This is an optimization exercise on Yosys and OpenROAD, whose aim is small area, not a production implementation. In this exercise RTL edits were held to simulation tests only and were not proved equivalent to the original. The flow treats the clock pin as an ideal source, which a real chip does not have. Power is estimated from default activity; no workload was simulated.

===== design/flow/flow/resyn.tcl =====
# Re-map the combinational logic of the standard synthesis netlist; registers stay.
set lib $::env(FLOW_HOME)/platforms/sky130hd/lib/sky130_fd_sc_hd__tt_025C_1v80.lib
set du {-dont_use *probe* -dont_use *lpflow* -dont_use *clkbuf* -dont_use *clkinv* -dont_use *dlygate* -dont_use *clkdly*}
yosys read_liberty -ignore_miss_func -ignore_miss_dir $lib
yosys read_verilog synth_std.v
yosys hierarchy -top $::env(FLOW_TOP)
yosys blackbox sky130_fd_sc_hd__df* sky130_fd_sc_hd__edf* sky130_fd_sc_hd__sdf* sky130_fd_sc_hd__dl*
yosys flatten
yosys rename -hide w:*.*
yosys opt -full
yosys read_liberty -lib -overwrite -ignore_miss_func -ignore_miss_dir $lib
yosys abc -liberty $lib {*}$du -script $::env(ABC_SCRIPT)
yosys setundef -zero
yosys splitnets
yosys rename -hide w:*.*
yosys opt_clean -purge
yosys hilomap -singleton -hicell sky130_fd_sc_hd__conb_1 HI -locell sky130_fd_sc_hd__conb_1 LO
yosys insbuf -buf sky130_fd_sc_hd__buf_4 A X
yosys check -assert -mapped
yosys stat -liberty $lib
yosys write_verilog -noattr -nohex -nodec $::env(RESYN_OUT)

===== design/flow/design.v =====
module atm_code(input clk, input rst, input BTN3, BTN2, BTN1, input [3:0] SW,
                output reg [7:0] LED, output reg [6:0] digit4, digit3, digit2, digit1);
  localparam [3:0] IDLE = 4'd0;
  localparam [3:0] PE3 = 4'd1;
  localparam [3:0] PE2 = 4'd2;
  localparam [3:0] PE1 = 4'd3;
  localparam [3:0] LOCK = 4'd11;
  localparam [3:0] MENU = 4'd5;
  localparam [3:0] MONEY = 4'd15;
  localparam [3:0] WARN = 4'd12;
  localparam [3:0] PC3 = 4'd8;
  localparam [3:0] PC2 = 4'd9;
  localparam [3:0] PC1 = 4'd10;
  localparam [3:0] NEW = 4'd4;
  localparam [3:0] RSTC = 4'd7;
  reg [3:0] st, disp;
  reg [3:0] pin;
  reg [15:0] bal_d;   
  reg [6:0] x;
  wire isMd = (disp == MONEY);   
  wire [4:0] pend = isMd ? x[4:0] : 5'd0;
  reg [3:0] st_n;
  reg [4:0] pend_n;
  wire s = pend[4];
  wire [4:0] c;
  assign c[0] = s;
  genvar i;
  generate for (i = 0; i < 4; i = i + 1) begin : rca
    assign c[i+1] = (bal_d[i] & pend[i]) | (c[i] & (bal_d[i] ^ pend[i]));
  end endgenerate
  wire [15:0] bal;
  assign bal[3:0] = bal_d[3:0] ^ pend[3:0] ^ c[3:0];
  wire [16:4] k;
  assign k[4] = c[4] ^ s;
  generate for (i = 4; i < 16; i = i + 1) begin : incdec
    assign k[i+1] = k[i] & (bal_d[i] ^ s);
  end endgenerate
  assign bal[15:4] = bal_d[15:4] ^ k[15:4];
  wire inc = c[4] & ~s, dec = s & ~c[4];
  wire hi_nz = ~((bal_d[15:4] == 12'd0 & ~inc & ~dec) | (bal_d[15:4] == 12'hfff & inc) | (bal_d[15:4] == 12'd1 & dec));
  wire [4:0] g1, g0;
  assign g1[0] = 1'b1; assign g0[0] = 1'b0;
  generate for (i = 0; i < 4; i = i + 1) begin : cmp
    assign g1[i+1] = (bal[i] & ~SW[i]) | (g1[i] & (bal[i] | ~SW[i]));
    assign g0[i+1] = (bal[i] & ~SW[i]) | (g0[i] & (bal[i] | ~SW[i]));
  end endgenerate
  wire gt = hi_nz | g0[4];
  wire ge = hi_nz | g1[4];
  wire ok = (pin == SW);
  wire t100 = (x == 7'd22);
  wire t50 = ~isMd & (x == 7'd43);
  wire run = (st == LOCK) ? !t100 : (st == WARN) ? (!t50 & !isMd) : 1'b0;
  wire [6:0] x_step = {x[5:0], ~(x[6] ^ x[5])};
  always @(*) begin
    pend_n = 5'd0;
    if (st == MONEY) begin
      if (BTN3) pend_n = {1'b0, SW};
      else if (BTN2 && ge) pend_n = {1'b1, ~SW};
    end
  end
  always @(*) begin
    st_n = st;
    case (st)
      IDLE: if (BTN3) st_n = PE3;
      PE3: if (BTN3) st_n = ok ? MENU : PE2; else if (BTN1) st_n = IDLE;
      PE2: if (BTN1) st_n = IDLE; else if (BTN3) st_n = ok ? MENU : PE1;
      PE1: if (BTN1) st_n = IDLE; else if (BTN3) st_n = ok ? MENU : LOCK;
      LOCK: if (t100) st_n = IDLE;
      MENU: if (BTN1) st_n = IDLE; else if (BTN3) st_n = MONEY; else if (BTN2) st_n = PC3;
      MONEY: if (BTN1) st_n = MENU; else if (BTN2 && !gt) st_n = WARN;
      WARN: if (t50) st_n = MONEY;
      PC3: if (BTN1) st_n = MENU; else if (BTN3) st_n = ok ? NEW : PC2;
      PC2: if (BTN1) st_n = MENU; else if (BTN3) st_n = ok ? NEW : PC1;
      PC1: if (BTN1) st_n = MENU; else if (BTN3) st_n = ok ? NEW : LOCK;
      NEW: if (BTN3) st_n = MENU;
      default: st_n = 4'bxxxx;
    endcase
  end
  always @(posedge clk or posedge rst) begin
    if (rst) begin
      st <= IDLE; disp <= RSTC; pin <= 4'd0; bal_d <= 16'd0;
    end else begin
      st <= st_n; disp <= st; bal_d <= bal;
      if (st == NEW && BTN3) pin <= SW;
    end
  end
  always @(posedge clk) x <= {2'b00, pend_n} | (run ? x_step : 7'd0);
  function [6:0] hex7(input [3:0] v);
    case (v)
      4'd0: hex7 = 7'b0000001;
      4'd1: hex7 = 7'b1001111;
      4'd2: hex7 = 7'b0010010;
      4'd3: hex7 = 7'b0000110;
      4'd4: hex7 = 7'b1001100;
      4'd5: hex7 = 7'b0100100;
      4'd6: hex7 = 7'b0100000;
      4'd7: hex7 = 7'b0001101;
      4'd8: hex7 = 7'b0000000;
      4'd9: hex7 = 7'b0000100;
      4'd10: hex7 = 7'b0001000;
      4'd11: hex7 = 7'b1100000;
      4'd12: hex7 = 7'b0110001;
      4'd13: hex7 = 7'b1000010;
      4'd14: hex7 = 7'b0110000;
      4'd15: hex7 = 7'b0111000;
    endcase
  endfunction
  always @(*) begin
    case (disp)
      IDLE: begin LED = 8'b00000001; digit4 = 7'b0110001; digit3 = 7'b0001000; digit2 = 7'b1111010; digit1 = 7'b1000010; end
      PE3: begin LED = 8'b10000000; digit4 = 7'b0011000; digit3 = 7'b0110000; digit2 = 7'b1111110; digit1 = 7'b0000110; end
      PE2: begin LED = 8'b11000000; digit4 = 7'b0011000; digit3 = 7'b0110000; digit2 = 7'b1111110; digit1 = 7'b0010010; end
      PE1: begin LED = 8'b11100000; digit4 = 7'b0011000; digit3 = 7'b0110000; digit2 = 7'b1111110; digit1 = 7'b1001111; end
      LOCK: begin LED = 8'b11111111; digit4 = 7'b0111000; digit3 = 7'b0001000; digit2 = 7'b1111001; digit1 = 7'b1110001; end
      MENU: begin LED = 8'b00010000; digit4 = 7'b0000001; digit3 = 7'b0011000; digit2 = 7'b0110000; digit1 = 7'b1101010; end
      MONEY: begin LED = 8'b00001000; digit4 = hex7(bal_d[15:12]); digit3 = hex7(bal_d[11:8]); digit2 = hex7(bal_d[7:4]); digit1 = hex7(bal_d[3:0]); end
      WARN: begin LED = 8'b11111111; digit4 = 7'b1111110; digit3 = 7'b1101010; digit2 = 7'b0001000; digit1 = 7'b1111110; end
      PC3: begin LED = 8'b00000100; digit4 = 7'b0011000; digit3 = 7'b0110001; digit2 = 7'b1111110; digit1 = 7'b0000110; end
      PC2: begin LED = 8'b00000110; digit4 = 7'b0011000; digit3 = 7'b0110001; digit2 = 7'b1111110; digit1 = 7'b0010010; end
      PC1: begin LED = 8'b00000111; digit4 = 7'b0011000; digit3 = 7'b0110001; digit2 = 7'b1111110; digit1 = 7'b1001111; end
      NEW: begin LED = 8'b00000010; digit4 = 7'b0011000; digit3 = 7'b0001000; digit2 = 7'b0100100; digit1 = 7'b0100100; end
      RSTC: begin LED = 8'b10101010; digit4 = 7'bx; digit3 = 7'bx; digit2 = 7'bx; digit1 = 7'bx; end
      default: begin LED = 8'bx; digit4 = 7'bx; digit3 = 7'bx; digit2 = 7'bx; digit1 = 7'bx; end
    endcase
  end
endmodule

===== design/flow/flow/make_args.txt =====
GPL_TIMING_DRIVEN=1 CORE_UTILIZATION=55 PLACE_DENSITY=0.75

===== design/flow/flow/run.sh =====
#!/bin/bash
# Own layout flow: the standard synthesis, then the combinational logic between the
# standard synthesis's registers is re-mapped by ABC for area (registers, their names and
# cell types are kept as they are; three ABC runs with different seeds, the smallest is
# kept), then the standard layout from floorplan on, with the port buffers made of the
# smallest buffer cell and a clock tree of few, small buffers.
set -euo pipefail
W=$(pwd)
R=$W/orfs/results/$FLOW_PLATFORM/atm_code/base
bash standard.sh synth > std_synth.log 2>&1
cp $R/1_2_yosys.v $W/synth_std.v
for S in 1 2 3; do
  printf 'strash\n&get -n\n&deepsyn -T 30 -S %s\n&put\ndch -f\namap\ntopo\n' $S > area_$S.abc
  ABC_SCRIPT=$W/area_$S.abc RESYN_OUT=resyn_$S.v yosys -c flow/resyn.tcl > resyn_$S.log 2>&1 &
done
wait
best=$(for S in 1 2 3; do echo "$(grep 'Chip area' resyn_$S.log | tail -1 | awk '{print $NF}') $S"; done | sort -g | head -1 | awk '{print $2}')
echo "kept seed $best" > resyn_choice.txt
cp resyn_$best.v resyn.v
openroad -no_init -exit flow/mkodb.tcl > mkodb.log 2>&1
bash standard.sh $(cat flow/make_args.txt) BUFFER_PORTS_ARGS="-buffer_cell sky130_fd_sc_hd__buf_1" \
  CTS_ARGS="$(cat flow/cts_args.txt)" finish > std_finish.log 2>&1

===== design/flow/standard.sh =====
#!/bin/bash
# synth_recipe.tcl (not shown) runs the flow's synth.tcl, then flattens the netlist and writes it again
# the make line also repeats each setting of config.mk as NAME=value (left out here)
make -C /OpenROAD-flow-scripts/flow DESIGN_CONFIG=/design/flow/config.mk WORK_HOME=/design/flow/orfs CLKGATE_MAP_FILE= SYNTH_SCRIPT=/design/flow/synth_recipe.tcl "${@:-finish}"

===== design/flow/flow/cts_args.txt =====
-buf_list sky130_fd_sc_hd__clkbuf_4 -root_buf sky130_fd_sc_hd__clkbuf_8 -sink_clustering_enable -dont_use_dummy_load

===== design/flow/config.mk =====
export PLATFORM = sky130hd
export DESIGN_NAME = atm_code
export DESIGN_NICKNAME = atm_code
export VERILOG_FILES = /design/flow/design.v
export SDC_FILE = /design/flow/constraint.sdc
export NUM_CORES = 4
export LEC_CHECK = 0
export CAP_MARGIN = 20
export CORE_MARGIN = 2
export CORE_UTILIZATION = 40
export SLEW_MARGIN = 20

===== design/flow/flow/mkodb.tcl =====
# 1_synth.odb from the re-mapped netlist, as ORFS's synth_odb.tcl makes it from 1_2_yosys.v
set p $::env(FLOW_HOME)/platforms/sky130hd
set R orfs/results/$::env(FLOW_PLATFORM)/atm_code/base
read_lef $p/lef/sky130_fd_sc_hd.tlef
read_lef $p/lef/sky130_fd_sc_hd_merged.lef
read_liberty $p/lib/sky130_fd_sc_hd__tt_025C_1v80.lib
read_verilog resyn.v
link_design $::env(FLOW_TOP)
read_sdc $R/1_2_yosys.sdc
write_db $R/1_synth.odb
write_sdc -no_timestamp $R/1_synth.sdc

===== design/flow/constraint.sdc =====
create_clock -name core_clock -period 5.0 [get_ports {clk}]
set_input_delay 1.0000 -clock core_clock [delete_from_list [all_inputs] [get_ports {clk}]]
set_output_delay 1.0000 -clock core_clock [all_outputs]
set_load 0.01 [all_outputs]

==> run_results.csv, run 1 <==
group,metric,value,unit
clock_network,cts_inserted_buffers,5,
critical_path,worstSetupEndpointType,"flop",
finish,area_growth,19.9,%
finish,nNetsFinal,471,
timing,maxSlewViolCount,0,
global_routing,grt_first_pass_wirelength,12400,um
min_path,hold_path_class,"flop to flop",
detailed_routing,drtAntennaViolNets,0,
detailed_routing,drtIter0Drc,351,
finish,num_antenna_cells,0,
clock_network,hold_buffers,0,
detailed_routing,totalWireLength,7660,um
clock_network,clk_pin_slew_worst_paths,0.06,ns
timing,final.period_utilization,95.7,%
run,drv_cap,0,
clock_network,clock-sinks,35,
clock_network,htree_levels,2,
power_and_ir_drop,power_density,381,mW/mm^2
yosys,yosysWarnings,1,
detailed_routing,dr.pass1.iters,5,
timing,timing.fmax,209,MHz
min_path,whs_path_depth,0,
yosys,syn_inst,393,
power_and_ir_drop,vdd_ir_drop_max,0.000259,V
yosys,synth.net_count,402,
global_routing,grt_start_max_net_pins,29,
timing,maxSlewHeadroom,59.2,%
timing,setup_viol,0,
critical_path,reg2regPathDepth,35,
detailed_routing,drc,0,
critical_path,cp-start-kind,"flop",
clock_network,insertion_delay,0.30,ns
timing,tightestPinTransition,0.607,ns
critical_path,slowest_stage,"dfstp_2",
floorplanning,die_area,0.00531,sq mm
power_and_ir_drop,p_leak,0.00133,uW
timing,whs,0.458,ns
yosys,syn_area,0.00261,sq mm
detailed_routing,via_per_inst,6.13,
clock_network,root_buffer,"clkbuf_8",
floorplanning,dieHeight,72.9,um
placed_design,place.gp.congestion,0.995,
floorplanning,core,0.00466,sq mm
placed_design,place.port_buffers,44,
detailed_routing,wl_per_cell,14.9,um
floorplanning,initial_core_util,56.0,%
timing,fin_crit,4.79,ns
floorplanning,die_x,72.9,um
clock_network,cts_tree,"done",
global_routing,grt_usage,29.7,%
placed_design,hpwl,5770,um
finish,layout-drive-gt1-share,10.2,%
power_and_ir_drop,total_power,1190,uW
critical_path,crit_type,"flop to flop",
critical_path,path_max_fanout,4,
timing,hold_viol,0,
outcome,outcome,"finished clean",
critical_path,critPathMaxStageDelay,0.55,ns
critical_path,crit_required,5.16,ns
floorplanning,num_rows,25,
detailed_routing,vias,3150,
global_routing,grt_pass1_vias,2765,
critical_path,arrival,4.95,ns
timing,fin_worst_skew,0.0200,ns
global_routing,antenna_found_initial,0,
yosys,avgSynthCellArea,6.64,sq um
floorplanning,ios,45,
clock_network,cts_buffer_depth,2,
global_routing,grt-ovfl-total,0,
final timing paths:
kind | startpoint | end | slack [ns]
worst max-delay path | disp[1] | st[1] | 0.21
worst min-delay path | st[1] | disp[1] | 0.46
worst max register to register | disp[1] | st[1] | 0.21
worst min register to register | st[1] | disp[1] | 0.46
max in group asynchronous | rst | disp[1] | 3.94
min in group asynchronous | rst | bal_d[2] | 0.73
state kept, by name, indices dropped and copies added (netlist names):
signal  count
st          4
pin         4
bal_d      16
disp        4
x           7
where the power goes:
group,switching (uW),total [uW],internal [uW]
clock network,100,190,89.9
registers,47.9,380,332
logic,396,623,227
cell type report:
cell class,instances,area (sq um)
inverter,65,244
sequential,35,845
clock buffer,5,68.8
timing repair buffer,62,300
fill,416,1530
multi-input combinational,293,1610
tap,54,67.6
critical path: cells and delay by family, from the launching register on:
kind / cells / cell delay (ns)
AOI/OAI and AO/OA: 14 / 1.62
DFF: 1 / 0.55
buffers and inverters: 8 / 0.77
and+or+nand+nor: 13 / 1.73
placed cells by master (no fill, tap or decap), types with 4 or more instances in the layout:
cell type / count
nand3_1: 7
nor2_2: 5
o221ai_1: 5
a211oi_1: 4
o21ai_0: 33
nand2_1: 27
a22oi_1: 4
dfrtp_1: 25
nor2_1: 82
buf_4: 18
clkbuf_8: 5
dfxtp_1: 7
inv_1: 63
o22ai_1: 21
nor4_1: 4
a31oi_1: 9
o21a_1: 4
nor3_1: 8
a21oi_1: 28
buf_1: 44
per-stage QoR:
| stage | area (sq um) | util [%] | worst slack (ns) | cells | TNS (ns) |
|---|---|---|---|---|---|
| 4_1_cts | 3010 | 64.7 | 0.0324 | 508 | 0 |
| 3_5_place_dp | 2910 | 62.5 | -0.179 | 500 | -0.789 |
| 6_report | 3130 | 67.2 | 0.213 | 514 | 0 |
| 3_3_place_gp | 2910 | 62.5 | 0.0811 | 500 | 0 |
| 2_1_floorplan | 2610 | - | 0.0505 | 393 | 0 |
| 5_1_grt | 3130 | 67.2 | -0.146 | 514 | -0.213 |
layer usage:
metal	track usage [%]	share of wire (%)	up-vias
met3	5.11	7.0	21
met4	13.2	2.5	0
met2	49.9	49	165
li1	-	-	1522
met5	0	0	-
met1	37.2	41	1442
repair_timing:
action / in CTS / in global routing
hold endpoints to repair: 0 / 0
gates resized for setup: 4 / 22
setup endpoints to repair: 7 / 8
pin swaps: 2 / 9
setup buffers: 3 / 6
==> inputs of run 2 (changes only) <==
==> design/flow/flow/make_args.txt (replaced) <==
GPL_TIMING_DRIVEN=1
==> run 2 against run 1 <==
Hold slack better by 0.0034 ns. Global-route usage down 5.1 points. Setup slack got worse by 0.047 ns. Cell count increased by 11%. Synthesized cell count unchanged. Critical path type unchanged. Largest cell class unchanged.
==> run_results.csv, run 2 <==
group,metric,value,unit
global_routing,grt_use_met1,30.4,%
yosys,yosysWarnings,1,
floorplanning,initial_core_util,41.3,%
floorplanning,core,0.00631,sq mm
global_routing,grt-ovfl-total,0,
yosys,avgSynthCellArea,6.64,sq um
critical_path,critPathMaxStageDelay,0.55,ns
critical_path,crit_type,"flop to flop",
detailed_routing,drtAntennaViolNets,0,
global_routing,antenna_found_initial,0,
clock_network,cts_tree,"done",
timing,tightestPinTransition,0.615,ns
timing,timing.fmax,207,MHz
timing,setup_viol,0,
global_routing,grt_first_pass_wirelength,14300,um
floorplanning,ios,45,
timing,fin_crit,4.83,ns
timing,final.period_utilization,96.7,%
clock_network,root_buffer,"clkbuf_8",
power_and_ir_drop,p_leak,0.00152,uW
detailed_routing,dr.pass1.iters,5,
critical_path,path_common_cell,"buf_4",
finish,largest-register,"bal_d",
clock_network,clk_pin_slew_worst_paths,0.07,ns
global_routing,use_met2,42.7,%
critical_path,path_max_fanout,4,
floorplanning,dieHeight,84.8,um
detailed_routing,totalWireLength,8980,um
detailed_routing,vias,3237,
timing,hold_viol,0,
global_routing,grt_use_met3,4.52,%
finish,nNetsFinal,504,
placed_design,place.port_buffers,44,
critical_path,crit_required,5.21,ns
clock_network,clock-sinks,35,
power_and_ir_drop,power_density,342,mW/mm^2
global_routing,gr-max-usage-layer,"met2",
critical_path,slowest_stage,"dfstp_2",
clock_network,insertion_delay,0.30,ns
clock_network,cts_inserted_buffers,5,
finish,layout-drive-gt1-share,19.7,%
clock_network,htree_levels,2,
detailed_routing,wl_per_cell,15.8,um
placed_design,hpwl,6180,um
yosys,syn_area,0.00261,sq mm
min_path,hold_path_class,"flop to flop",
detailed_routing,via_per_inst,5.68,
power_and_ir_drop,vdd_ir_drop_max,0.000256,V
global_routing,grt_pass1_vias,3115,
critical_path,arrival,5.05,ns
timing,fin_worst_skew,0.0227,ns
detailed_routing,drc,0,
finish,final_util,55.4,%
run,drv_cap,0,
outcome,outcome,"finished clean",
clock_network,cts_buffer_depth,2,
yosys,syn_inst,393,
finish,mostFrequentLayoutCells,"78 x nor2_1, 62 x inv_1, 51 x buf_4, 44 x buf_1, 30 x o21ai_0",
finish,layout_commonest_cell,"nor2_1",
finish,largest_reg_flops,16,
timing,maxSlewViolCount,0,
clock_network,hold_buffers,0,
global_routing,grt_usage,24.6,%
timing,fin_ws,0.166,ns
finish,area_growth,34.0,%
detailed_routing,drtIter0Drc,250,
finish,num_antenna_cells,0,
critical_path,cp-start-kind,"flop",
placed_design,pre_cts_ws,-0.139,ns
critical_path,worstSetupEndpointType,"flop",
global_routing,grt_start_max_net_pins,29,
floorplanning,num_rows,29,
finish,largestRegisters,"bal_d: 16 flops, x: 7 flops",
placed_design,place.gp.congestion,0.890,
yosys,synth.net_count,402,
floorplanning,die_x,84.8,um
timing,maxSlewHeadroom,58.7,%
floorplanning,die_area,0.00719,sq mm
run 2: repair_timing:
action                     CTS  global route
setup endpoints to repair    7            11
setup buffers               33             8
resized for setup            4            50
gates cloned                 0             0
pin swaps                    4            15
run 2: area by class of cell:
| type | instances | area (sq um) |
|---|---|---|
| clock buffers | 5 | 68.8 |
| fillers | 621 | 2820 |
| inverters | 65 | 244 |
| multi-input cells | 293 | 1690 |
| flip-flops and latches | 35 | 850 |
| well taps | 77 | 96.3 |
| repair buffers | 95 | 548 |
run 2: worst max-delay path, delay by kind of cell, from the launching register on:
kind	cells	cell delay [ns]
AOI/OAI and AO/OA	10	1.08
buffers and inverters	19	2.09
DFF	1	0.55
and+or+nand+nor	10	1.07
run 2: worst paths after layout:
check,cells after the start,startpoint,slack [ns],to
max,39,disp[1],0.17,bal_d[11]
min,0,st[2],0.46,disp[2]
max reg2reg,39,disp[1],0.17,bal_d[11]
min reg2reg,0,st[2],0.46,disp[2]
max in group asynchronous,3,rst,3.91,disp[1]
min in group asynchronous,3,rst,0.75,bal_d[2]
run 2: power by group:
group / internal, uW / switching (uW) / leakage, uW
logic: 220 / 403 / 0.00106
clock network: 89.9 / 102 / 0.0000359
registers: 332 / 51.3 / 0.000423
total: 641 / 556 / 0.00152
run 2: layer usage:
layer / vias up / share of wire (%)
met4: 0 / 2.9
met5: - / 0
li1: 1597 / -
met1: 1489 / 42
met2: 124 / 50
met3: 27 / 5.6
run 2: metrics by stage:
step           instances  hold slack [ns]  total power [uW]  area, sq um  TNS [ns]
3_5_place_dp         524            0.439               988         2950    -0.463
3_3_place_gp         524            0.441               989         2950         0
6_report             570            0.462              1200         3500         0
4_1_cts              562            0.449              1180         3280         0
2_1_floorplan        393            0.408               775         2610         0
5_1_grt              570            0.487              1280         3500    -0.233
==> inputs of run 3 (changes only) <==
--- a/design/flow/design.v
+++ b/design/flow/design.v
@@ -2,16 +2,17 @@
                 output reg [7:0] LED, output reg [6:0] digit4, digit3, digit2, digit1);
   localparam [3:0] IDLE = 4'd0;
-  localparam [3:0] PE3 = 4'd1;
-  localparam [3:0] PE2 = 4'd2;
-  localparam [3:0] PE1 = 4'd3;
-  localparam [3:0] LOCK = 4'd11;
-  localparam [3:0] MENU = 4'd5;
-  localparam [3:0] MONEY = 4'd15;
-  localparam [3:0] WARN = 4'd12;
-  localparam [3:0] PC3 = 4'd8;
-  localparam [3:0] PC2 = 4'd9;
-  localparam [3:0] PC1 = 4'd10;
-  localparam [3:0] NEW = 4'd4;
-  localparam [3:0] RSTC = 4'd7;
+  localparam [3:0] PE3 = 4'd7;
+  localparam [3:0] PE2 = 4'd6;
+  localparam [3:0] PE1 = 4'd5;
+  localparam [3:0] LOCK = 4'd4;
+  localparam [3:0] MENU = 4'd1;
+  localparam [3:0] MONEY = 4'd2;
+  localparam [3:0] WARN = 4'd3;
+  localparam [3:0] PC3 = 4'd11;
+  localparam [3:0] PC2 = 4'd10;
+  localparam [3:0] PC1 = 4'd9;
+  localparam [3:0] NEW = 4'd12;
+  localparam [3:0] RSTC = 4'd13;
+  localparam [3:0] LOCKB = 4'd8;
   reg [3:0] st, disp;
   reg [3:0] pin;
@@ -50,5 +51,6 @@
   wire t100 = (x == 7'd22);
   wire t50 = ~isMd & (x == 7'd43);
-  wire run = (st == LOCK) ? !t100 : (st == WARN) ? (!t50 & !isMd) : 1'b0;
+  wire inLOCK = (st == LOCK) | (st == LOCKB);   
+  wire run = inLOCK ? !t100 : (st == WARN) ? (!t50 & !isMd) : 1'b0;
   wire [6:0] x_step = {x[5:0], ~(x[6] ^ x[5])};
   always @(*) begin
@@ -66,5 +68,5 @@
       PE2: if (BTN1) st_n = IDLE; else if (BTN3) st_n = ok ? MENU : PE1;
       PE1: if (BTN1) st_n = IDLE; else if (BTN3) st_n = ok ? MENU : LOCK;
-      LOCK: if (t100) st_n = IDLE;
+      LOCK, LOCKB: if (t100) st_n = IDLE;
       MENU: if (BTN1) st_n = IDLE; else if (BTN3) st_n = MONEY; else if (BTN2) st_n = PC3;
       MONEY: if (BTN1) st_n = MENU; else if (BTN2 && !gt) st_n = WARN;
@@ -72,5 +74,5 @@
       PC3: if (BTN1) st_n = MENU; else if (BTN3) st_n = ok ? NEW : PC2;
       PC2: if (BTN1) st_n = MENU; else if (BTN3) st_n = ok ? NEW : PC1;
-      PC1: if (BTN1) st_n = MENU; else if (BTN3) st_n = ok ? NEW : LOCK;
+      PC1: if (BTN1) st_n = MENU; else if (BTN3) st_n = ok ? NEW : LOCKB;
       NEW: if (BTN3) st_n = MENU;
       default: st_n = 4'bxxxx;
@@ -121,4 +123,5 @@
       NEW: begin LED = 8'b00000010; digit4 = 7'b0011000; digit3 = 7'b0001000; digit2 = 7'b0100100; digit1 = 7'b0100100; end
       RSTC: begin LED = 8'b10101010; digit4 = 7'bx; digit3 = 7'bx; digit2 = 7'bx; digit1 = 7'bx; end
+      LOCKB: begin LED = 8'b11111111; digit4 = 7'b0111000; digit3 = 7'b0001000; digit2 = 7'b1111001; digit1 = 7'b1110001; end
       default: begin LED = 8'bx; digit4 = 7'bx; digit3 = 7'bx; digit2 = 7'bx; digit1 = 7'bx; end
     endcase
==> design/flow/flow/run.sh (replaced) <==
#!/bin/bash
# Own layout flow: the standard synthesis, then the combinational logic between the
# standard synthesis's registers is re-mapped by ABC for area (registers, their names and
# cell types are kept as they are). ABC runs with four seeds; of the netlists whose
# pre-layout worst slack is at least 0.6 ns, the smallest is kept (if none, the one with
# the best slack). Then the standard layout from floorplan on, with the port buffers
# made of the smallest buffer cell and a clock tree of few, small buffers.
set -euo pipefail
W=$(pwd)
R=$W/orfs/results/$FLOW_PLATFORM/atm_code/base
bash standard.sh synth > std_synth.log 2>&1
cp $R/1_2_yosys.v $W/synth_std.v
for S in 1 2 3 4; do
  printf 'strash\n&get -n\n&deepsyn -T 30 -S %s\n&put\ndch -f\namap\ntopo\n' $S > area_$S.abc
  ( ABC_SCRIPT=$W/area_$S.abc RESYN_OUT=resyn_$S.v yosys -c flow/resyn.tcl > resyn_$S.log 2>&1
    NL=resyn_$S.v openroad -no_init -exit flow/sta.tcl > sta_$S.log 2>&1 ) &
done
wait
for S in 1 2 3 4; do
  echo "$S $(grep 'Chip area' resyn_$S.log | tail -1 | awk '{print $NF}') $(grep WNS_NS sta_$S.log | awk '{print $2}')"
done > candidates.txt
best=$(awk '$3 >= 0.6' candidates.txt | sort -k2 -g | head -1 | awk '{print $1}')
if [[ -z "$best" ]]; then best=$(sort -k3 -gr candidates.txt | head -1 | awk '{print $1}'); fi
echo "kept seed $best" > resyn_choice.txt
cp resyn_$best.v resyn.v
openroad -no_init -exit flow/mkodb.tcl > mkodb.log 2>&1
bash standard.sh $(cat flow/make_args.txt) BUFFER_PORTS_ARGS="-buffer_cell sky130_fd_sc_hd__buf_1" \
  CTS_ARGS="$(cat flow/cts_args.txt)" finish > std_finish.log 2>&1
==> design/flow/flow/cts_args.txt (replaced) <==
-buf_list sky130_fd_sc_hd__clkbuf_4 -sink_clustering_enable -dont_use_dummy_load
==> design/flow/flow/sta.tcl (new file) <==
# Pre-layout timing of a candidate netlist (no wires): prints its worst setup slack in ns.
set p $::env(FLOW_HOME)/platforms/sky130hd
read_lef $p/lef/sky130_fd_sc_hd.tlef
read_lef $p/lef/sky130_fd_sc_hd_merged.lef
read_liberty $p/lib/sky130_fd_sc_hd__tt_025C_1v80.lib
read_verilog $::env(NL)
link_design $::env(FLOW_TOP)
read_sdc $::env(FLOW_SDC)
puts "WNS_NS [expr {[sta::worst_slack_cmd max] * 1e9}]"
==> run 3 against run 2 <==
Still clean on timing, DRC and antenna. Clock skew increased by 0.018 ns. Core utilization decreased by 9.2 points. Fmax increased by 28%. Largest cell class unchanged. Combinational power increased by 130%. Count of clock-buffer cells in the layout unchanged.
==> run_results.csv, run 3 <==
group,metric,value,unit
critical_path,crit_required,5.22,ns
critical_path,critPathMaxStageDelay,0.46,ns
global_routing,grt_pass1_vias,2776,
detailed_routing,via_per_inst,5.83,
yosys,syn_area,0.00261,sq mm
min_path,hold_path_class,"flop to flop",
placed_design,place.gp.congestion,0.971,
timing,rsz0062_at_grt,"false",
power_and_ir_drop,p_leak,0.00122,uW
critical_path,arrival,4.01,ns
yosys,yosysWarnings,1,
finish,layout_commonest_cell,"nor2_1",
timing,fin_worst_skew,0.0412,ns
timing,maxSlewViolCount,0,
critical_path,crit_type,"flop to flop",
finish,largest-register,"bal_d",
timing,final.period_utilization,75.8,%
run,drv_cap,0,
timing,maxSlewHeadroom,61.1,%
yosys,synth.net_count,413,
detailed_routing,wl_per_cell,15.1,um
floorplanning,initial_core_util,41.3,%
clock_network,root_buffer,"clkbuf_4",
finish,layout-drive-gt1-share,1.98,%
power_and_ir_drop,power_density,719,mW/mm^2
timing,timing.fmax,264,MHz
global_routing,grt_first_pass_wirelength,13300,um
global_routing,grt_start_max_net_pins,29,
critical_path,path_max_fanout,7,
placed_design,place.port_buffers,44,
clock_network,cts_buffer_depth,2,
finish,fillCellCount,688,
clock_network,clk_pin_slew_worst_paths,0.12,ns
floorplanning,ios,45,
finish,mostFrequentLayoutCells,"97 x nor2_1, 65 x inv_1, 46 x o21ai_0, 44 x buf_1, 39 x nand2_1",
placed_design,hpwl,6470,um
detailed_routing,drtAntennaViolNets,0,
critical_path,worstSetupEndpointType,"flop",
detailed_routing,drc,0,
floorplanning,num_rows,29,
clock_network,cts-resized-gates,0,
critical_path,path_common_cell,"o21ai_0",
detailed_routing,vias,3097,
global_routing,grt-ovfl-total,0,
critical_path,crit_family,"compound AO/OA/AOI/OAI gates",
finish,area_growth,11.7,%
finish,largestRegisters,"bal_d: 16 flops, x: 7 flops",
clock_network,cts_inserted_buffers,5,
detailed_routing,dr.pass1.iters,6,
critical_path,slowest_stage,"dfrtp_1",
global_routing,grt_usage,22.8,%
finish,num_antenna_cells,0,
outcome,outcome,"finished clean",
finish,nNetsFinal,465,
floorplanning,dieHeight,84.8,um
timing,tightestPinTransition,0.582,ns
timing,whs,0.412,ns
timing,fin_crit,3.79,ns
power_and_ir_drop,vdd_ir_drop_max,0.000286,V
timing,setup_viol,0,
finish,final_util,46.2,%
detailed_routing,totalWireLength,8010,um
critical_path,path_cells,"inv_1, o22ai_1, nor2_1, o21ai_0, nand2_1, o21ai_0, nor2_1, o21ai_0, nand2_1, inv_1, o21ai_0, inv_1, o221ai_1, inv_1, o21ai_0, nor2_1, o21ai_0, inv_1, o21ai_0, o2111ai_1, o221ai_1",
clock_network,cts_tree,"done",
clock_network,clock-sinks,35,
timing,hold_viol,0,
global_routing,antenna_found_initial,0,
floorplanning,core,0.00631,sq mm
finish,final_cell_area,0.00292,sq mm
detailed_routing,drtIter0Drc,238,
floorplanning,die_x,84.8,um
critical_path,cp-start-kind,"flop",
clock_network,insertion_delay,0.34,ns
clock_network,htree_levels,2,
floorplanning,die_area,0.00719,sq mm
placed_design,placed_area,0.00288,sq mm
yosys,avgSynthCellArea,6.46,sq um
clock_network,hold_buffers,0,
timing,finalSetupTns,0,ns
finish,largest_reg_flops,16,
critical_path,critPathBufInv,5,
yosys,syn_inst,404,
clock_network,post-cts-setup-buffers,0,
## run 3: power breakdown
| group | internal [uW] | leakage [uW] | total, uW | switching (uW) |
|---|---|---|---|---|
| sequential | 391 | 0.000415 | 533 | 142 |
| combinational | 458 | 0.000787 | 1430 | 973 |
| clock | 47.0 | 0.0000230 | 131 | 84.4 |
| total | 896 | 0.00122 | 2100 | 1200 |
## run 3: cell type report
class,instances,area (sq um),area share (%)
multi-input combinational,304,1520,52.2
sequential,35,845,29.0
inverter,65,244,8.37
timing repair buffer,45,173,5.92
tap,77,96.3,3.30
clock buffer,5,37.5,1.29
## run 3: worst register-to-register path: cells and delay by family, from the launching register on
family                 cells  cell delay (ns)
AO/OA/AOI/OAI             11             2.08
AND/OR/NAND/NOR            5             0.54
flip-flops                 1             0.46
buffers and inverters      5             0.58
## run 3: through the flow
step                setup WS, ns  total power (uW)  instances
global route               0.587              2290        531
detailed placement          1.28              1950        526
global placement            1.45              1950        526
floorplan                   1.82              1490        404
CTS                         1.24              2090        531
finish                      1.21              2100        531
## run 3: final timing paths
check / start / endpoint / slack, ns / cells past startpoint
setup / recovery: bal_d[0] / x[3] / 1.21 / 21
hold / removal: st[3] / disp[3] / 0.41 / 0
setup reg to reg: bal_d[0] / x[3] / 1.21 / 21
hold reg to reg: st[3] / disp[3] / 0.41 / 0
max in group asynchronous: rst / disp[0] / 3.96 / 3
min in group asynchronous: rst / pin[3] / 0.68 / 3
## run 3: routing by layer
layer / share of wire (%) / track usage, % / vias up
met3: 6.3 / 3.24 / 20
met2: 47 / 38.3 / 129
met5: 0 / 0 / -
li1: - / - / 1528
met4: 3.3 / 9.09 / 0
met1: 43 / 29.7 / 1420
==> inputs of run 4 (changes only) <==
==> design/flow/flow/run.sh (replaced) <==
#!/bin/bash
# Own layout flow: the standard synthesis, then the combinational logic between the
# standard synthesis's registers is re-mapped by ABC for area (registers, their names and
# cell types are kept as they are). ABC runs with six seeds and two mappers; of the
# netlists whose pre-layout worst slack is at least 1.2 ns, the smallest is kept (if none,
# the one with the best slack). Then the standard layout from floorplan on, with the port buffers
# made of the smallest buffer cell and a clock tree of few, small buffers.
set -euo pipefail
W=$(pwd)
R=$W/orfs/results/$FLOW_PLATFORM/atm_code/base
bash standard.sh synth > std_synth.log 2>&1
cp $R/1_2_yosys.v $W/synth_std.v
# candidates: ABC seeds 1-6, each mapped with amap and with &nf; 4 at a time
cands=""
for S in 1 2 3 4 5 6; do
  printf 'strash\n&get -n\n&deepsyn -J 50 -T 120 -S %s\n&put\ndch -f\namap\ntopo\n' $S > area_a$S.abc
  printf 'strash\n&get -n\n&deepsyn -J 50 -T 120 -S %s\n&dch -f\n&nf -R 1000\n&put\ntopo\n' $S > area_n$S.abc
  cands="$cands a$S n$S"
done
run_cand() {
  ABC_SCRIPT=$W/area_$1.abc RESYN_OUT=resyn_$1.v yosys -c flow/resyn.tcl > resyn_$1.log 2>&1
  NL=resyn_$1.v openroad -no_init -exit flow/sta.tcl > sta_$1.log 2>&1
}
n=0
for C in $cands; do
  run_cand $C &
  n=$((n + 1))
  if (( n % ${NUM_CORES:-4} == 0 )); then wait; fi
done
wait
for C in $cands; do
  echo "$C $(grep 'Chip area' resyn_$C.log | tail -1 | awk '{print $NF}') $(grep WNS_NS sta_$C.log | awk '{print $2}')"
done > candidates.txt
best=$(awk 'NF == 3 && $3 >= 1.2' candidates.txt | sort -k2 -g | head -1 | awk '{print $1}')
if [[ -z "$best" ]]; then best=$(awk 'NF == 3' candidates.txt | sort -k3 -gr | head -1 | awk '{print $1}'); fi
echo "kept $best" > resyn_choice.txt
cp resyn_$best.v resyn.v
openroad -no_init -exit flow/mkodb.tcl > mkodb.log 2>&1
bash standard.sh $(cat flow/make_args.txt) BUFFER_PORTS_ARGS="-buffer_cell sky130_fd_sc_hd__buf_1" \
  CTS_ARGS="$(cat flow/cts_args.txt)" finish > std_finish.log 2>&1
==> design/flow/flow/cts_args.txt (replaced) <==
-buf_list sky130_fd_sc_hd__clkbuf_4 -sink_clustering_enable -sink_clustering_max_diameter 20 -dont_use_dummy_load
==> run 4 against run 3 <==
Still clean on timing, DRC and antenna. Clock skew shrank 0.011 ns. Cell count grew 1.1%. Design area grew 1.4%. Clock power grew 5%. Core utilization grew 0.12 points. Wire length grew 1.8%. Synthesized cell count grew 1.5%. First-iteration DRC count grew 28%. Non-clock buffer count is the same. Register-to-register slack lost 0.44 ns. Critical path type unchanged. Largest cell class unchanged. Largest power group unchanged. Highest routed layer unchanged.
==> run_results.csv, run 4 <==
group,metric,value,unit
clock_network,cts-resized-gates,0,
critical_path,crit_type,"flop to flop",
clock_network,cts_buffer_depth,2,
min_path,whs_path_depth,0,
critical_path,crit_cells,23,
timing,maxSlewViolCount,0,
outcome,outcome,"finished clean",
timing,setup_viol,0,
clock_network,hold_buffers,0,
timing,rsz0062_at_grt,"false",
timing,finalSetupTns,0,ns
timing,fin_worst_skew,0.0303,ns
floorplanning,ios,45,
critical_path,cp-endpoint,"x[4]",
critical_path,r2r_setup_slack,0.77,ns
finish,area_growth,11.6,%
critical_path,critPathMaxStageDelay,0.43,ns
finish,largest_reg_flops,16,
global_routing,grt_start_max_net_pins,29,
placed_design,pre_cts_ws,0.847,ns
yosys,avgSynthCellArea,6.47,sq um
floorplanning,initial_core_util,41.5,%
detailed_routing,vias,3090,
run,drv_cap,0,
yosys,synth.net_count,419,
critical_path,slowest_stage,"dfxtp_1",
clock_network,cts_inserted_buffers,5,
detailed_routing,drtIter0Drc,305,
clock_network,clock-sinks,35,
timing,final.period_utilization,84.7,%
floorplanning,die_area,0.00730,sq mm
finish,largest-register,"bal_d",
floorplanning,core,0.00639,sq mm
global_routing,grt_usage,22.6,%
finish,nNetsFinal,471,
global_routing,grt-ovfl-total,0,
clock_network,root_buffer,"clkbuf_4",
floorplanning,die_x,85.4,um
global_routing,grt_pass1_vias,2748,
placed_design,place.port_buffers,44,
power_and_ir_drop,vdd_ir_drop_max,0.000332,V
floorplanning,num_rows,29,
power_and_ir_drop,power_density,720,mW/mm^2
clock_network,insertion_delay,0.34,ns
critical_path,cp-startpoint,"x[4]",
floorplanning,dieHeight,85.4,um
clock_network,cts_tree,"done",
global_routing,antenna_found_initial,0,
critical_path,reg2regPathDepth,23,
detailed_routing,wl_per_cell,15.2,um
placed_design,hpwl,6470,um
detailed_routing,drc,0,
min_path,hold_path_class,"flop to flop",
finish,mostFrequentLayoutCells,"93 x nor2_1, 75 x inv_1, 47 x o21ai_0, 44 x buf_1, 31 x nand2_1",
yosys,syn_area,0.00265,sq mm
critical_path,crit_required,5.22,ns
timing,tightestPinTransition,0.626,ns
finish,num_antenna_cells,0,
critical_path,critPathBufInv,4,
timing,timing.fmax,236,MHz
critical_path,worst_r2r_endpoint,"x[4]",
timing,maxSlewHeadroom,57.2,%
clock_network,htree_levels,2,
yosys,yosysWarnings,1,
critical_path,cp-start-kind,"flop",
finish,layout_commonest_cell,"nor2_1",
clock_network,post-cts-setup-buffers,0,
critical_path,r2r-start,"x[4]",
critical_path,path_max_fanout,6,
critical_path,arrival,4.46,ns
power_and_ir_drop,p_leak,0.00127,uW
detailed_routing,drtAntennaViolNets,0,
critical_path,crit_family,"compound AO/OA/AOI/OAI gates",
placed_design,place.gp.congestion,0.953,
critical_path,path_cells,"inv_1, o22ai_1, nor2b_1, o22ai_1, nor2_1, o21ai_0, nor2_1, o21ai_0, nor2_1, o221ai_1, nor2_1, inv_1, nor2_1, o221ai_1, inv_1, o21ai_0, inv_1, o221ai_1, or2_0, nor2_1, o21ai_0, o2111ai_1, o21ai_0",
finish,fillCellCount,692,
detailed_routing,dr.pass1.iters,5,
detailed_routing,totalWireLength,8160,um
finish,largestRegisters,"bal_d: 16 flops, x: 7 flops",
clock_network,clk_pin_slew_worst_paths,0.12,ns
global_routing,grt_first_pass_wirelength,13100,um
timing,hold_viol,0,
critical_path,path_common_cell,"nor2_1",
yosys,syn_inst,410,
detailed_routing,via_per_inst,5.75,
finish,layout-drive-gt1-share,1.96,%
timing,fin_ws,0.766,ns
critical_path,worstSetupEndpointType,"flop",
timing,fin_crit,4.23,ns
[run 4: stage by stage]
step                instance area (sq um)  instances  total power [uW]  hold WS (ns)  util, %
floorplan                            2650        410              1510         0.409        -
global placement                     2920        532              1980         0.436     45.7
detailed placement                   2920        532              1970         0.438     45.7
CTS                                  2960        537              2110         0.450     46.3
global route                         2960        537              2320         0.488     46.3
finish                               2960        537              2130         0.443     46.3
[run 4: worst min-delay path by stage]
stage | startpoint | endpoint
2_1_floorplan | st[0] | disp[0]
3_3_place_gp | st[3] | disp[3]
3_5_place_dp | st[0] | disp[0]
4_1_cts | st[0] | disp[0]
5_1_grt | st[0] | disp[0]
6_report | st[0] | disp[0]
[run 4: report_power, final]
part | internal, uW | total (uW) | switching [uW]
sequential | 400 | 552 | 152
combinational | 470 | 1440 | 968
clock | 47.1 | 138 | 91.1
[run 4: cell type report]
type	instances	area, sq um	share of cell area [%]
clock buffer	5	37.5	1.27
inverter	75	282	9.52
multi-input combinational	300	1530	51.6
sequential	35	845	28.6
tap	77	96.3	3.26
timing repair buffer	45	173	5.84
[run 4: metal layers]
metal / routed length [um] / vias to the layer above / GRT usage, %
li1: - / 1520 / -
met1: 3440 / 1399 / 28.7
met2: 3940 / 153 / 38.8
met3: 603 / 18 / 4.38
met4: 169 / 0 / 6.93
met5: 0 / - / 0
[run 4: worst register-to-register path, cell delays in order (launching register included)]
cell and delay (ns):
dfxtp_1 0.43, inv_1 0.15, o22ai_1 0.25, nor2b_1 0.20, o22ai_1 0.10, nor2_1 0.13, o21ai_0 0.11, nor2_1 0.13
o21ai_0 0.10, nor2_1 0.14, o221ai_1 0.17, nor2_1 0.20, inv_1 0.08, nor2_1 0.17, o221ai_1 0.17, inv_1 0.11
o21ai_0 0.17, inv_1 0.14, o221ai_1 0.15, or2_0 0.25, nor2_1 0.13, o21ai_0 0.14, o2111ai_1 0.36, o21ai_0 0.14
==> inputs of run 5 (changes only) <==
==> design/flow/flow/cts_args.txt (replaced) <==
-buf_list {sky130_fd_sc_hd__clkbuf_4 sky130_fd_sc_hd__clkbuf_8} -sink_clustering_enable -dont_use_dummy_load
==> run 5 against run 4 <==
Design area is 1.1% higher. Sequential share of layout area is 0.30 points lower. Flip-flop and latch count stayed put. Global-route usage is 0.14 points lower. Power is 2.4% higher. Critical endpoint unchanged.
==> run_results.csv, run 5 <==
group,metric,value,unit
finish,layout_commonest_cell,"nor2_1",
floorplanning,die_x,85.4,um
finish,largest_reg_flops,16,
yosys,synth.net_count,419,
timing,timing.fmax,236,MHz
timing,fin_worst_skew,0.0174,ns
yosys,syn_area,0.00265,sq mm
critical_path,arrival,4.41,ns
finish,fillCellCount,689,
placed_design,place.gp.congestion,0.953,
critical_path,critPathMaxStageDelay,0.41,ns
yosys,yosysWarnings,1,
clock_network,cts_inserted_buffers,5,
timing,maxSlewViolCount,0,
finish,stdcell_count,537,
critical_path,worst_r2r_endpoint,"x[4]",
critical_path,slowest_stage,"dfxtp_1",
critical_path,crit_required,5.16,ns
global_routing,antenna_found_initial,0,
floorplanning,core,0.00639,sq mm
floorplanning,ios,45,
clock_network,clock-sinks,35,
global_routing,grt_usage,22.5,%
critical_path,cp-start-kind,"flop",
critical_path,crit_cells,23,
floorplanning,initial_core_util,41.5,%
finish,largestRegisters,"bal_d: 16 flops, x: 7 flops",
detailed_routing,vias,3084,
placed_design,placedCellCount,532,
finish,layout-drive-gt1-share,1.96,%
floorplanning,num_rows,29,
critical_path,path_max_fanout,6,
timing,maxSlewHeadroom,57.1,%
critical_path,critPathBufInv,4,
detailed_routing,totalWireLength,8200,um
clock_network,clk_pin_slew_worst_paths,0.08,ns
clock_network,cts_buffer_depth,2,
detailed_routing,drc,0,
floorplanning,dieHeight,85.4,um
clock_network,hold_buffers,0,
global_routing,grt-ovfl-total,0,
placed_design,pre_cts_ws,0.847,ns
detailed_routing,via_per_inst,5.74,
timing,rsz0062_at_grt,"false",
critical_path,r2r_setup_slack,0.76,ns
timing,final.period_utilization,84.9,%
timing,hold_viol,0,
finish,mostFrequentLayoutCells,"93 x nor2_1, 75 x inv_1, 47 x o21ai_0, 44 x buf_1, 31 x nand2_1",
critical_path,reg2regPathDepth,23,
placed_design,place.port_buffers,44,
finish,area_growth,12.7,%
yosys,avgSynthCellArea,6.47,sq um
detailed_routing,wl_per_cell,15.3,um
global_routing,grt_pass1_vias,2750,
clock_network,cts-resized-gates,0,
timing,finalSetupTns,0,ns
floorplanning,die_area,0.00730,sq mm
global_routing,grt_first_pass_wirelength,13100,um
min_path,min_from,"st[3]",
critical_path,worstSetupEndpointType,"flop",
critical_path,r2r-start,"x[4]",
min_path,hold_path_class,"flop to flop",
detailed_routing,drtAntennaViolNets,0,
detailed_routing,dr.pass1.iters,5,
placed_design,hpwl,6470,um
power_and_ir_drop,power_density,729,mW/mm^2
outcome,outcome,"finished clean",
finish,largest-register,"bal_d",
power_and_ir_drop,p_leak,0.00129,uW
clock_network,post-cts-setup-buffers,0,
finish,num_antenna_cells,0,
timing,fin_ws,0.756,ns
detailed_routing,drtIter0Drc,312,
timing,tightestPinTransition,0.627,ns
min_path,whs_path_depth,0,
yosys,syn_inst,410,
min_path,min_to,"disp[3]",
timing,fin_crit,4.24,ns
clock_network,htree_levels,2,
critical_path,path_common_cell,"nor2_1",
global_routing,grt_start_max_net_pins,29,
power_and_ir_drop,vdd_ir_drop_max,0.000342,V
clock_network,cts_tree,"done",
critical_path,crit_family,"compound AO/OA/AOI/OAI gates",
critical_path,crit_type,"flop to flop",
clock_network,insertion_delay,0.29,ns
clock_network,root_buffer,"clkbuf_8",
timing,whs,0.455,ns
timing,setup_viol,0,
finish,nNetsFinal,471,
run,drv_cap,0,
critical_path,path_cells,"inv_1, o22ai_1, nor2b_1, o22ai_1, nor2_1, o21ai_0, nor2_1, o21ai_0, nor2_1, o221ai_1, nor2_1, inv_1, nor2_1, o221ai_1, inv_1, o21ai_0, inv_1, o221ai_1, or2_0, nor2_1, o21ai_0, o2111ai_1, o21ai_0",
[run 5: layer usage]
metal	wire, um	up-vias	track usage, %
li1	-	1520	-
met1	3480	1407	28.5
met2	3980	136	38.7
met3	550	21	3.89
met4	184	0	7.36
met5	0	-	0
[run 5: final cells by class]
cell class	count	area, sq um	share of cell area (%)
clock buffer	5	68.8	2.30
inverter	75	282	9.42
multi-input combinational	300	1530	51.0
sequential	35	845	28.3
tap	77	96.3	3.22
timing repair buffer	45	173	5.78
[run 5: worst reg2reg max path: cells and delay by family, from the launching register on]
kind / cells / cell delay [ns]
AO/OA/AOI/OAI: 11 / 1.86
buffers and inverters: 4 / 0.48
flip-flops: 1 / 0.41
AND/OR/NAND/NOR: 8 / 1.37
[run 5: power by group]
| group | total (uW) | switching, uW | internal [uW] |
|---|---|---|---|
| combinational | 1440 | 968 | 470 |
| clock | 189 | 98.7 | 89.9 |
| sequential | 553 | 152 | 401 |
| total | 2180 | 1220 | 961 |
[run 5: worst max-delay path by stage]
stage / start / end / slack [ns]
2_1_floorplan: bal_d[0] / x[4] / 1.38
3_3_place_gp: bal_d[0] / x[4] / 0.94
3_5_place_dp: bal_d[0] / x[4] / 0.85
4_1_cts: x[4] / x[4] / 0.81
5_1_grt: bal_d[0] / x[0] / 0.24
6_report: x[4] / x[4] / 0.76
[run 5: metrics by stage]
stage / util (%) / power, uW / area, sq um
finish: 46.8 / 2180 / 2990
detailed placement: 45.7 / 1970 / 2920
CTS: 46.8 / 2160 / 2990
global placement: 45.7 / 1980 / 2920
global route: 46.8 / 2370 / 2990
floorplan: - / 1510 / 2650
==> inputs of run 6 (changes only) <==
--- a/design/flow/design.v
+++ b/design/flow/design.v
@@ -1,6 +1,6 @@
 module atm_code(input clk, input rst, input BTN3, BTN2, BTN1, input [3:0] SW,
                 output reg [7:0] LED, output reg [6:0] digit4, digit3, digit2, digit1);
-  localparam [3:0] IDLE = 4'd0;
-  localparam [3:0] PE3 = 4'd7;
+  localparam [3:0] IDLE = 4'd8;
+  localparam [3:0] PE3 = 4'd9;
   localparam [3:0] PE2 = 4'd6;
   localparam [3:0] PE1 = 4'd5;
@@ -11,8 +11,8 @@
   localparam [3:0] PC3 = 4'd11;
   localparam [3:0] PC2 = 4'd10;
-  localparam [3:0] PC1 = 4'd9;
-  localparam [3:0] NEW = 4'd12;
+  localparam [3:0] PC1 = 4'd7;
+  localparam [3:0] NEW = 4'd0;
   localparam [3:0] RSTC = 4'd13;
-  localparam [3:0] LOCKB = 4'd8;
+  localparam [3:0] LOCKB = 4'd12;
   reg [3:0] st, disp;
   reg [3:0] pin;
--- a/design/flow/flow/run.sh
+++ b/design/flow/flow/run.sh
@@ -5,5 +5,6 @@
 # netlists whose pre-layout worst slack is at least 1.2 ns, the smallest is kept (if none,
 # the one with the best slack). Then the standard layout from floorplan on, with the port buffers
-# made of the smallest buffer cell and a clock tree of few, small buffers.
+# made of the smallest buffer cell and a clock tree of few, small
+# buffers (a clock buffer whose sinks see a slow clock slew after CTS is upsized).
 set -euo pipefail
 W=$(pwd)
@@ -37,4 +38,4 @@
 cp resyn_$best.v resyn.v
 openroad -no_init -exit flow/mkodb.tcl > mkodb.log 2>&1
-bash standard.sh $(cat flow/make_args.txt) BUFFER_PORTS_ARGS="-buffer_cell sky130_fd_sc_hd__buf_1" \
+bash standard.sh $(cat flow/make_args.txt) POST_CTS_TCL=$W/flow/fix_clk.tcl BUFFER_PORTS_ARGS="-buffer_cell sky130_fd_sc_hd__buf_1" \
   CTS_ARGS="$(cat flow/cts_args.txt)" finish > std_finish.log 2>&1
==> design/flow/flow/cts_args.txt (replaced) <==
-buf_list sky130_fd_sc_hd__clkbuf_4 -sink_clustering_enable -dont_use_dummy_load
==> design/flow/flow/fix_clk.tcl (new file) <==
estimate_parasitics -placement
set lim 85e-12
set changed 0
foreach inst [get_cells -filter "ref_name =~ sky130_fd_sc_hd__clkbuf_*"] {
  set out [get_pins -of_objects $inst -filter "direction == output"]
  set net [get_nets -of_objects $out]
  set worst 0
  foreach p [get_pins -of_objects $net -filter "direction == input"] {
    set s [sta::pin_slew $p max]
    if {$s > $worst} { set worst $s }
  }
  set ref [get_property $inst ref_name]
  puts "clock buffer [get_name $inst] $ref worst sink slew [format %.1f [expr {$worst * 1e12}]] ps"
  if {$worst > $lim && $ref eq "sky130_fd_sc_hd__clkbuf_4"} {
    replace_cell $inst sky130_fd_sc_hd__clkbuf_8
    incr changed
  }
}
puts "resized $changed clock buffers"
if {$changed > 0} {
  detailed_placement
  estimate_parasitics -placement
}
foreach inst [get_cells -filter "ref_name =~ sky130_fd_sc_hd__clkbuf_*"] {
  set out [get_pins -of_objects $inst -filter "direction == output"]
  set net [get_nets -of_objects $out]
  set worst 0
  foreach p [get_pins -of_objects $net -filter "direction == input"] {
    set s [sta::pin_slew $p max]
    if {$s > $worst} { set worst $s }
  }
  puts "after: [get_name $inst] [get_property $inst ref_name] [format %.1f [expr {$worst * 1e12}]] ps"
}
==> run 6 against run 5 <==
The flow now stops in clock tree synthesis. Synthesized area decreased by 0.94%. Synthesized cell count decreased by 15%.
==> run_results.csv, run 6 <==
group,metric,value,unit
outcome,firstError,"Error: cts.tcl, 90 invalid command name \"sta::pin_slew\"",
outcome,failing_step,"clock tree synthesis",
floorplanning,die_x,85.0,um
placed_design,place.port_buffers,44,
placed_design,place.gp.congestion,0.874,
floorplanning,dieHeight,85.0,um
placed_design,hpwl,5560,um
yosys,syn_area,0.00263,sq mm
floorplanning,ios,45,
yosys,synth.net_count,359,
outcome,outcome,"stopped before the end",
floorplanning,num_rows,29,
placed_design,placed_area,0.00289,sq mm
yosys,avgSynthCellArea,7.50,sq um
floorplanning,initial_core_util,41.4,%
yosys,syn_inst,350,
yosys,yosysWarnings,1,
==> run 6: worst max-delay path by stage <==
stage | startpoint | endpoint | slack (ns) | cells after the start
2_1_floorplan | bal_d[0] | st[0] | 1.37 | 19
3_3_place_gp | bal_d[0] | st[0] | 0.99 | 19
3_5_place_dp | bal_d[0] | st[0] | 0.88 | 19
==> run 6: power by group through the flow <==
stage | clock network [uW] | registers (uW) | logic (uW)
after detailed placement | 0 | 560 | 1040
after global placement | 0 | 560 | 1040
after floorplan | 0 | 507 | 743
==> run 6: per-stage QoR <==
step	hold slack, ns	std cells	worst slack (ns)	power (uW)
2_1_floorplan	0.402	350	1.37	1250
3_3_place_gp	0.432	471	0.990	1600
3_5_place_dp	0.428	471	0.875	1600
==> inputs of run 7 (changes only) <==
==> design/flow/flow/fix_clk.tcl (replaced) <==
estimate_parasitics -placement
set lim 0.105
set changed 0
foreach inst [get_cells -filter "ref_name =~ sky130_fd_sc_hd__clkbuf_*"] {
  set out [get_pins -of_objects $inst -filter "direction == output"]
  set net [get_nets -of_objects $out]
  set worst 0
  foreach p [get_pins -of_objects $net -filter "direction == input"] {
    set s [get_property $p slew_max]
    if {$s > $worst} { set worst $s }
  }
  set ref [get_property $inst ref_name]
  puts "clock buffer [get_name $inst] $ref worst sink slew [format %.1f [expr {$worst * 1e3}]] ps"
  if {$worst > $lim && $ref eq "sky130_fd_sc_hd__clkbuf_4"} {
    replace_cell $inst sky130_fd_sc_hd__clkbuf_8
    incr changed
  }
}
puts "resized $changed clock buffers"
if {$changed > 0} {
  detailed_placement
  estimate_parasitics -placement
}
foreach inst [get_cells -filter "ref_name =~ sky130_fd_sc_hd__clkbuf_*"] {
  set out [get_pins -of_objects $inst -filter "direction == output"]
  set net [get_nets -of_objects $out]
  set worst 0
  foreach p [get_pins -of_objects $net -filter "direction == input"] {
    set s [get_property $p slew_max]
    if {$s > $worst} { set worst $s }
  }
  puts "after: [get_name $inst] [get_property $inst ref_name] [format %.1f [expr {$worst * 1e3}]] ps"
}
==> design/flow/flow/make_args.txt (replaced) <==
GPL_TIMING_DRIVEN=1 CORE_UTILIZATION=55
==> run 7 against run 6 <==
The run now finishes clean. Synthesized cell count stayed put. Synthesized area stayed put.
==> run_results.csv, run 7 <==
group,metric,value,unit
finish,largest_reg_flops,16,
placed_design,placed_area,0.00286,sq mm
clock_network,insertion_delay,0.33,ns
detailed_routing,drtIter0Drc,319,
critical_path,crit_type,"flop to flop",
critical_path,worstSetupEndpointType,"flop",
yosys,syn_inst,350,
finish,final_util,62.3,%
detailed_routing,drc,0,
critical_path,r2r-start,"bal_d[0]",
yosys,syn_area,0.00263,sq mm
finish,area_growth,10.5,%
placed_design,pre_cts_ws,0.897,ns
placed_design,hpwl,5340,um
floorplanning,die_x,73.1,um
detailed_routing,dr.pass1.iters,5,
global_routing,grt_first_pass_wirelength,12100,um
yosys,synth.net_count,359,
timing,hold_viol,0,
finish,mostFrequentLayoutCells,"55 x nor2_1, 44 x buf_1, 42 x nand2_1, 30 x o21ai_0, 27 x a21oi_1",
power_and_ir_drop,vdd_ir_drop_max,0.000334,V
floorplanning,ios,45,
critical_path,crit_required,5.24,ns
placed_design,place.port_buffers,44,
timing,fin_crit,4.20,ns
global_routing,grt-ovfl-total,0,
run,drv_cap,0,
floorplanning,dieHeight,73.1,um
critical_path,arrival,4.44,ns
finish,final_cell_area,0.00290,sq mm
timing,fin_ws,0.798,ns
min_path,hold_path_class,"flop to flop",
clock_network,cts_tree,"done",
placed_design,place.gp.congestion,0.877,
critical_path,cp-startpoint,"bal_d[0]",
timing,rsz0062_at_grt,"false",
detailed_routing,vias,2761,
floorplanning,die_area,0.00534,sq mm
timing,timing.fmax,238,MHz
global_routing,grt_start_max_net_pins,29,
timing,finalSetupTns,0,ns
finish,stdcell_count,453,
power_and_ir_drop,power_density,605,mW/mm^2
timing,maxSlewViolCount,0,
power_and_ir_drop,p_leak,0.00115,uW
critical_path,path_max_fanout,8,
timing,final.period_utilization,84.0,%
floorplanning,num_rows,25,
finish,largestRegisters,"bal_d: 16 flops, x: 7 flops",
detailed_routing,wl_per_cell,16.1,um
global_routing,grt_pass1_vias,2451,
timing,tightestPinTransition,0.979,ns
global_routing,grt_usage,29.2,%
global_routing,antenna_found_initial,0,
finish,layout-drive-gt1-share,2.51,%
finish,layout_commonest_cell,"nor2_1",
timing,setup_viol,0,
floorplanning,initial_core_util,56.3,%
timing,fin_worst_skew,0.0233,ns
clock_network,clk_pin_slew_worst_paths,0.09,ns
yosys,yosysWarnings,1,
finish,largest-register,"bal_d",
detailed_routing,via_per_inst,6.09,
placed_design,placedCellCount,448,
detailed_routing,totalWireLength,7310,um
outcome,outcome,"finished clean",
detailed_routing,drtAntennaViolNets,0,
floorplanning,core,0.00466,sq mm
min_path,min_from,"st[3]",
finish,nNetsFinal,410,
yosys,avgSynthCellArea,7.50,sq um
finish,num_antenna_cells,0,
critical_path,cp-start-kind,"flop",
clock_network,clock-sinks,35,
timing,maxSlewHeadroom,33.9,%
==> run 7: report_power, final <==
part	total [uW]	internal (uW)	leakage, uW	switching (uW)
combinational	1050	397	0.000714	655
sequential	560	376	0.000414	184
clock	145	55.5	0.0000256	89.0
==> run 7: through the flow <==
stage | power, uW | hold WS [ns]
after floorplan | 1250 | 0.402
after global placement | 1590 | 0.428
after detailed placement | 1600 | 0.431
after global routing | 1910 | 0.454
final | 1760 | 0.443
==> run 7: final cells by class <==
cell class | count | area [sq um]
Sequential cell | 35 | 846
Multi-Input combinational cell | 303 | 1740
Tap cell | 54 | 67.6
Clock buffer | 5 | 43.8
Timing Repair Buffer | 44 | 165
Fill cell | 459 | 1760
Inverter | 12 | 45.0
==> run 7: worst paths after layout <==
path	slack, ns	cells past startpoint	to
worst max-delay path	0.80	19	st[0]
worst min-delay path	0.44	0	disp[3]
worst max register to register	0.80	19	st[0]
worst min register to register	0.44	0	disp[3]
max in group asynchronous	3.86	2	pin[3]
min in group asynchronous	0.71	2	disp[1]
==> run 7: worst max-delay path, cell delays in order, from the launching register on <==
cell and delay [ns]:
dfrtp_1 0.47, maj3_1 0.41, maj3_1 0.41, maj3_1 0.40
nand2_1 0.10, nand2b_1 0.06, o21ai_0 0.09, and3_1 0.23
a22o_1 0.16, and2_0 0.18, nand2_1 0.10, nor2_1 0.18
nand2_1 0.11, nor2_1 0.29, a31oi_1 0.07, nor3_1 0.33
o21ai_0 0.15, o21ai_0 0.18, nor2_1 0.06, a21oi_1 0.13
==> run 7: routing by layer <==
layer  part of all wire (%)  track usage, %  vias up
met5                      0               0        -
met1                     46            41.7     1294
met4                   0.92            7.82        0
li1                       -               -     1364
met3                    5.6            4.01        6
met2                     48            46.2       97
==> inputs of run 8 (changes only) <==
==> design/flow/flow/make_args.txt (replaced) <==
GPL_TIMING_DRIVEN=1
==> run 8 against run 7 <==
Synthesized cell count did not move. Combinational power barely moved. Still clean on timing, DRC and antenna. Synthesized area did not move. Flip-flop and latch count did not move. Die area rose by 35%. Critical path type unchanged. Sequential share of layout area fell by 0.35 points. Fmax rose by 0.78%. Cell count rose by 5.1%. Power rose by 0.46%. Hold slack got worse by 0.0040 ns. Critical endpoint unchanged.
==> run_results.csv, run 8 <==
group,metric,value,unit
critical_path,cp-endpoint,"st[0]",
critical_path,crit_required,5.24,ns
timing,fin_worst_skew,0.0322,ns
critical_path,cp-start-kind,"flop",
timing,tightestPinTransition,0.971,ns
yosys,syn_area,0.00263,sq mm
clock_network,clk_pin_slew_worst_paths,0.08,ns
finish,nNetsFinal,410,
global_routing,grt_usage,21.2,%
global_routing,grt_first_pass_wirelength,12400,um
global_routing,grt-ovfl-total,0,
critical_path,cp-startpoint,"bal_d[0]",
detailed_routing,drtAntennaViolNets,0,
finish,largestRegisters,"bal_d: 16 flops, x: 7 flops",
critical_path,slowest_stage,"dfrtp_1",
timing,setup_viol,0,
finish,mostFrequentLayoutCells,"55 x nor2_1, 44 x buf_1, 42 x nand2_1, 30 x o21ai_0, 27 x a21oi_1",
finish,layout_commonest_cell,"nor2_1",
finish,area_growth,11.9,%
detailed_routing,vias,2747,
critical_path,reg2regPathDepth,19,
yosys,synth.net_count,359,
detailed_routing,drtIter0Drc,259,
run,drv_cap,0,
critical_path,worst_r2r_endpoint,"st[0]",
global_routing,antenna_found_initial,0,
global_routing,grt_start_max_net_pins,29,
timing,finalSetupTns,0,ns
yosys,avgSynthCellArea,7.50,sq um
finish,largest_reg_flops,16,
power_and_ir_drop,vdd_ir_drop_max,0.000365,V
floorplanning,die_area,0.00723,sq mm
floorplanning,core,0.00635,sq mm
power_and_ir_drop,power_density,601,mW/mm^2
floorplanning,dieHeight,85.0,um
timing,rsz0062_at_grt,"false",
finish,largest-register,"bal_d",
critical_path,r2r-start,"bal_d[0]",
critical_path,worstSetupEndpointType,"flop",
critical_path,path_max_fanout,8,
timing,maxSlewHeadroom,35.0,%
placed_design,pre_cts_ws,0.875,ns
detailed_routing,totalWireLength,7450,um
placed_design,place.gp.congestion,0.874,
detailed_routing,drc,0,
timing,fin_ws,0.831,ns
floorplanning,initial_core_util,41.4,%
detailed_routing,dr.pass1.iters,5,
timing,timing.fmax,240,MHz
floorplanning,ios,45,
min_path,hold_path_class,"flop to flop",
floorplanning,num_rows,29,
floorplanning,die_x,85.0,um
critical_path,path_cells,"maj3_1, maj3_1, maj3_1, nand2_1, nand2b_1, o21ai_0, and3_1, a22o_1, and2_0, nand2_1, nor2_1, nand2_1, nor2_1, a31oi_1, nor3_1, o21ai_0, o21ai_0, nor2_1, a21oi_1",
detailed_routing,wl_per_cell,15.6,um
placed_design,place.port_buffers,44,
timing,hold_viol,0,
critical_path,arrival,4.41,ns
yosys,yosysWarnings,1,
clock_network,insertion_delay,0.34,ns
critical_path,critPathMaxStageDelay,0.47,ns
outcome,outcome,"finished clean",
timing,final.period_utilization,83.4,%
finish,fillCellCount,661,
clock_network,clock-sinks,35,
critical_path,r2r_setup_slack,0.83,ns
global_routing,grt_pass1_vias,2424,
critical_path,crit_type,"flop to flop",
timing,maxSlewViolCount,0,
detailed_routing,via_per_inst,5.77,
power_and_ir_drop,p_leak,0.00116,uW
yosys,syn_inst,350,
timing,fin_crit,4.17,ns
clock_network,cts_tree,"done",
placed_design,hpwl,5560,um
finish,layout-drive-gt1-share,2.51,%
finish,num_antenna_cells,0,
==> run 8: layout make-up <==
| cell class | count | area [sq um] | area share (%) |
|---|---|---|---|
| Timing Repair Buffer | 44 | 165 | 5.62 |
| Inverter | 12 | 45.0 | 1.53 |
| Multi-Input combinational cell | 303 | 1740 | 59.1 |
| Sequential cell | 35 | 846 | 28.8 |
| Clock buffer | 5 | 50.0 | 1.70 |
| Tap cell | 77 | 96.3 | 3.28 |
==> run 8: how the worst min path moves through the flow <==
stage	cells past startpoint	start	end
5_1_grt	0	st[3]	disp[3]
3_5_place_dp	0	st[3]	disp[3]
2_1_floorplan	0	st[3]	disp[3]
6_report	0	st[3]	disp[3]
3_3_place_gp	0	st[3]	disp[3]
==> run 8: layer usage <==
metal | track usage [%] | wire length, um | vias to the layer above
li1 | - | - | 1362
met2 | 33.5 | 3500 | 108
met4 | 6.93 | 170 | 0
met5 | 0 | 0 | -
met3 | 3.89 | 448 | 16
met1 | 29.4 | 3330 | 1261
==> run 8: power breakdown <==
part	switching (uW)	internal (uW)	leakage, uW
clock network	90.6	64.0	0.0000282
logic	656	397	0.000714
registers	180	377	0.000414
==> run 8: stage by stage <==
step	power [uW]	instances	hold slack (ns)	util (%)	cell area, sq um
2_1_floorplan	1250	350	0.402	-	2630
3_3_place_gp	1600	471	0.432	45.5	2890
3_5_place_dp	1600	471	0.428	45.5	2890
5_1_grt	1930	476	0.453	46.3	2940
6_report	1760	476	0.439	46.3	2940
==> run 8: critical path: cells and delay by family (launching register included) <==
family	cells	cell delay [ns]
AO/OA/AOI/OAI	6	0.78
AND/OR/NAND/NOR	10	1.61
flip-flops	1	0.47
adder cells (fa/ha/maj)	3	1.20

## afterwards: timing with drivers on the ports
Ports are ideal in the flow. The routed layouts listed here were re-timed in OpenROAD.
Step 1 sets driving cells, clkbuf_16 on the clock port and buf_2 on the other inputs (assumed; they add their load-dependent delay and slew).
Step 2, shift: input delay + t, output delay - t, t = (earliest + latest rising clock arrival at the registers) / 2. This alone moves slack from input paths to output paths.
Slacks: no drivers / after step 1 / after step 2; pairs: no drivers / after step 1.
| run | t, ns | setup WS [ns] |
|---|---|---|
| run 1 | 0.318 | 0.213 / 0.213 / 0.213 |
| run 2 | 0.322 | 0.166 / 0.166 / 0.166 |
| run 3 | 0.344 | 1.211 / 1.211 / 1.211 |
| run 4 | 0.353 | 0.766 / 0.766 / 0.766 |
| run 5 | 0.311 | 0.756 / 0.756 / 0.756 |
| run 7 | 0.349 | 0.798 / 0.798 / 0.798 |
| run 8 | 0.348 | 0.831 / 0.831 / 0.831 |
After both steps every run listed still meets setup and hold.
